This is an optimization exercise on Yosys and OpenROAD, whose aim is small area and a short achievable clock period, not a production implementation. At most, simulation tests tie the RTL to the original design; equivalence was not proved. Power figures rest on the tool's default switching activity, not on a simulated workload.

== rev 12 ==
Design lcdTimCtrlCore, start of the top module:
    module lcdTimCtrlCore #
    (
        parameter integer C_HOR_WIDTH = 12,
        parameter integer C_VER_WIDTH = 12
    )
    (
        output reg oHSynch,
        output reg oVSynch,
        output reg oEnVideo,
        output wire [C_HOR_WIDTH - 1 : 0] oHAddr,
        output wire [C_VER_WIDTH - 1 : 0] oVAddr,
        input wire [C_HOR_WIDTH - 1 : 0] iHWidth,
        input wire [C_HOR_WIDTH - 1 : 0] iHBackPorch,
        input wire [C_HOR_WIDTH - 1 : 0] iHFrontPorch,
        input wire [C_HOR_WIDTH - 1 : 0] iHResolution,
        input wire iHPolarity,
        input wire [C_VER_WIDTH - 1 : 0] iVWidth,
        input wire [C_VER_WIDTH - 1 : 0] iVBackPorch,
        input wire [C_VER_WIDTH - 1 : 0] iVFrontPorch,
        input wire [C_VER_WIDTH - 1 : 0] iVResolution,
        input wire iVPolarity,
        input wire iEnVideoPolarity,
        input wire iClkPixel,
        input wire iRst,
        input wire iEn
    );
Size in the first run: ~370 cells after synthesis, ~58 flip-flops.
clock: 11.0 ns
lec_check: 0
cap_margin: 20
core_margin: 2
core_utilization: 40
slew_margin: 20
standard.sh (not shown) runs the stock make flow with config.mk's settings and CLKGATE_MAP_FILE= SYNTH_SCRIPT=/design/flow/synth_recipe.tcl, a recipe that flattens the netlist after the stock synthesis.
==> flow/flow/run.sh <==
#!/bin/bash
# Own flow: the standard layout (standard.sh) with two changes:
#  - the port buffers are small buffers instead of the default delay cells;
#  - the timing repair aims for more setup slack than the clock needs.
# Each ORFS step writes its full log under orfs/logs/.
export BUFFER_PORTS_ARGS="-buffer_cell sky130_fd_sc_hd__buf_1"
export SETUP_SLACK_MARGIN=7.5
bash standard.sh > standard.log 2>&1
Here is what was changed in the inputs of rev 13 compared with rev 12.
-- flow/flow/run.sh --
<<< rev 12, line 5
# Each ORFS step writes its full log under orfs/logs/.
export BUFFER_PORTS_ARGS="-buffer_cell sky130_fd_sc_hd__buf_1"
export SETUP_SLACK_MARGIN=7.5
bash standard.sh > standard.log 2>&1
>>> rev 13, line 5
# Each ORFS step writes its full log under orfs/logs/.
export BUFFER_PORTS_ARGS="-buffer_cell sky130_fd_sc_hd__buf_1"
export SETUP_SLACK_MARGIN=7.7
bash standard.sh > standard.log 2>&1
Results
Rev 13 and rev 12 all finish clean. Number of signal-net buffers in the layout: higher on rev 12. Proportion of power drawn by the clock network, rev 13 and rev 12, lower one = rev 12. Against rev 12, minimum setup slack after placement in rev 13 came out better. First-pass GRT wire length, rev 13 and rev 12, higher one = rev 12.

---

delta:
Another version of the RTL of lcdTimCtrlCore (not shown whole).
Size in the first run: about 130 I/O pins.
export LEC_CHECK = 0
export CAP_MARGIN = 20
export CORE_MARGIN = 2
export CORE_UTILIZATION = 40
export SLEW_MARGIN = 20
export TNS_END_PERCENT = 0
create_clock -name core_clock -period 11.0 [get_ports {iClkPixel}]
==> flow/flow/run.sh <==
#!/bin/bash
# Own flow: the standard layout (standard.sh) with these changes:
#  - the port buffers are small buffers (buf_1) instead of the default delay cells;
#  - the timing repair aims for more setup slack than the clock needs;
#  - clock tree synthesis inserts no dummy loads.
# Each ORFS step writes its full log under orfs/logs/.
export BUFFER_PORTS_ARGS="-buffer_cell sky130_fd_sc_hd__buf_1"
export SETUP_SLACK_MARGIN=7.6
export CTS_ARGS="-sink_clustering_enable -repair_clock_nets -dont_use_dummy_load"
bash standard.sh > standard.log 2>&1
--- input diff delta..ember ---
--- a/flow/flow/run.sh
+++ b/flow/flow/run.sh
@@ -8 +8 @@
-export SETUP_SLACK_MARGIN=7.6
+export SETUP_SLACK_MARGIN=7.8
- ember ended with every stage complete and zero timing, DRC or antenna violations.
- Of the two values seen for critical setup path kind, in -> reg was produced by delta and reg -> out by ember.
- Per the comparison of ember with delta, power picked up an extra 0.58%, register area share after synthesis stayed essentially flat.
- Per the comparison of ember with delta, wire length went up; required time of the critical path dropped 2390 ps.
Function was not checked in any run of this note: the RTL went through the layout flow alone.

---

Another version of the RTL of lcdTimCtrlCore (not shown whole).
Size: ~350 cells after synthesis, ~130 I/O pins, roughly 3000 um2 of cells after synthesis.
==> flow/config.mk <==
export PLATFORM = sky130hd
export DESIGN_NAME = lcdTimCtrlCore
export DESIGN_NICKNAME = lcdTimCtrlCore
export VERILOG_FILES = /design/flow/design.v
export SDC_FILE = /design/flow/constraint.sdc
export NUM_CORES = 4
export LEC_CHECK = 0
export CAP_MARGIN = 20
export CORE_MARGIN = 2
export CORE_UTILIZATION = 40
export SLEW_MARGIN = 20
==> flow/constraint.sdc <==
create_clock -name core_clock -period 11.0 [get_ports {iClkPixel}]
set_input_delay 2.2000 -clock core_clock [delete_from_list [all_inputs] [get_ports {iClkPixel}]]
set_output_delay 2.2000 -clock core_clock [all_outputs]
set_load 0.01 [all_outputs]
==> flow/flow/run.sh <==
#!/bin/bash
# Own flow: the standard layout (standard.sh) with these changes:
#  - the port buffers are small buffers (buf_1) instead of the default delay cells;
#  - the timing repair aims for more setup slack than the clock needs;
#  - clock tree synthesis inserts no dummy loads.
# Each ORFS step writes its full log under orfs/logs/.
export BUFFER_PORTS_ARGS="-buffer_cell sky130_fd_sc_hd__buf_1"
export SETUP_SLACK_MARGIN=7.5
export CTS_ARGS="-sink_clustering_enable -repair_clock_nets -dont_use_dummy_load"
bash standard.sh > standard.log 2>&1
The baseline completed with no timing, DRC or antenna violations.
Then changed:
--- a/flow/flow/run.sh
+++ b/flow/flow/run.sh
@@ -7,3 +7,3 @@
 export BUFFER_PORTS_ARGS="-buffer_cell sky130_fd_sc_hd__buf_1"
-export SETUP_SLACK_MARGIN=7.5
+export SETUP_SLACK_MARGIN=8.0
 export CTS_ARGS="-sink_clustering_enable -repair_clock_nets -dont_use_dummy_load"
--- a/flow/config.mk
+++ b/flow/config.mk
@@ -9,3 +9,5 @@
 export CORE_MARGIN = 2
-export CORE_UTILIZATION = 40
+export CORE_UTILIZATION = 55
+export PLACE_DENSITY = 0.75
 export SLEW_MARGIN = 20
+export TNS_END_PERCENT = 0
=> Via count climbs by about 3%; die area went down by about 26%; core utilization came out higher by 20 points; global-route usage went up by 7.5 points; final area climbs by about 3%; routed wire length came out higher by 1.7%; synthesized area stays the same; non-clock buffer count went up by 4; synthesized cell count does not change.
Then changed:
--- a/flow/flow/run.sh
+++ b/flow/flow/run.sh
@@ -7,3 +7,3 @@
 export BUFFER_PORTS_ARGS="-buffer_cell sky130_fd_sc_hd__buf_1"
-export SETUP_SLACK_MARGIN=8.0
+export SETUP_SLACK_MARGIN=7.7
 export CTS_ARGS="-sink_clustering_enable -repair_clock_nets -dont_use_dummy_load"
--- a/flow/config.mk
+++ b/flow/config.mk
@@ -9,5 +9,3 @@
 export CORE_MARGIN = 2
-export CORE_UTILIZATION = 55
-export PLACE_DENSITY = 0.75
+export CORE_UTILIZATION = 40
 export SLEW_MARGIN = 20
-export TNS_END_PERCENT = 0
After rerunning:
- design area shrinks by about 1.8%
- global-route usage decreases by 6.3 points
- via count went down by 3.2%
- wire length rises by 1.6%
- fmax came out lower by 3.8%
- core utilization goes down by 19 points
- final cell count rises by 4.2%
- area after synthesis is unchanged
- worst setup slack is worse by 0.12 ns
- combinational power decreases by about 4%
- count of clock-buffer cells in the layout is unchanged
Then changed:
--- a/flow/flow/run.sh
+++ b/flow/flow/run.sh
@@ -7,3 +7,3 @@
 export BUFFER_PORTS_ARGS="-buffer_cell sky130_fd_sc_hd__buf_1"
-export SETUP_SLACK_MARGIN=7.7
+export SETUP_SLACK_MARGIN=7.9
 export CTS_ARGS="-sink_clustering_enable -repair_clock_nets -dont_use_dummy_load"
=> Final cell count rises by a few percent; setup slack gets better by 0.10 ns; routed wire length rises by roughly a tenth; first-iteration DRC count rises by well over a third; fmax rises by a few percent.
Then changed:
--- a/flow/flow/run.sh
+++ b/flow/flow/run.sh
@@ -7,3 +7,3 @@
 export BUFFER_PORTS_ARGS="-buffer_cell sky130_fd_sc_hd__buf_1"
-export SETUP_SLACK_MARGIN=7.9
+export SETUP_SLACK_MARGIN=8.0
 export CTS_ARGS="-sink_clustering_enable -repair_clock_nets -dont_use_dummy_load"
--- a/flow/config.mk
+++ b/flow/config.mk
@@ -11 +11,2 @@
 export SLEW_MARGIN = 20
+export TNS_END_PERCENT = 0
Worst setup slack improved by 0.035 ns; first-iteration DRC count goes down slightly; clock-buffer cell count stays the same; combinational power goes down by a quarter to a third; synthesized area stays the same; sequential share of layout area goes up by 3.0 points; die area is unchanged; utilization goes down by 6.7 points; final area goes down by roughly a tenth; register-to-register slack improved by 0.03 ns; power goes down by a few percent.

re-timing with driven ports:
No port has a modelled driver above. Below, the same layouts with a new extraction and two added sets of constraints. Step 1 sets driving cells, clkbuf_16 on the clock port and buf_2 on the other inputs (assumed; they add their load-dependent delay and slew). Step 2 adds t to the input delays and takes it off the output delays; t is the mean of the earliest and latest rising clock arrival at the registers after step 1. Input paths then give back, and output paths get back, about the clock's delay inside the block. a / b / c = ideal / step 1 / step 2; a / b = the first two.
| run | shift t [ns] | setup slack, ns | hold WS [ns] | latest minus earliest clock arrival (ns) | pins driven straight from the clock port |
|---|---|---|---|---|---|
| rev 12 | 0.370 | 7.755 / 7.754 / 7.384 | 0.504 / 0.504 / 0.504 | 0.012 / 0.012 | 1 |
| rev 13 | 0.356 | 7.796 / 7.804 / 7.448 | 0.504 / 0.504 / 0.504 | 0.010 / 0.009 | 1 |
| delta | 0.317 | 7.626 / 7.622 / 7.313 | 0.493 / 0.493 / 0.493 | 0.019 / 0.019 | 1 |
| ember | 0.314 | 7.659 / 7.631 / 7.363 | 0.492 / 0.492 / 0.492 | 0.016 / 0.016 | 1 |
| the first run of note 3 | 0.342 | 7.664 / 7.668 / 7.326 | 0.475 / 0.475 / 0.475 | 0.019 / 0.018 | 1 |
| the second run of note 3 | 0.352 | 7.851 / 7.814 / 7.462 | 0.503 / 0.503 / 0.503 | 0.016 / 0.017 | 1 |
| the third run of note 3 | 0.358 | 7.727 / 7.702 / 7.344 | 0.475 / 0.475 / 0.475 | 0.021 / 0.021 | 1 |
| the fourth run of note 3 | 0.356 | 7.830 / 7.782 / 7.426 | 0.510 / 0.510 / 0.510 | 0.011 / 0.011 | 1 |
| the fifth run of note 3 | 0.353 | 7.866 / 7.826 / 7.473 | 0.492 / 0.492 / 0.492 | 0.018 / 0.017 | 1 |
After both steps setup and hold are still met in every run listed. The setup slack of the fourth run of note 3, which loses most, moves by -0.048 ns with the drivers and by -0.404 ns with both steps.
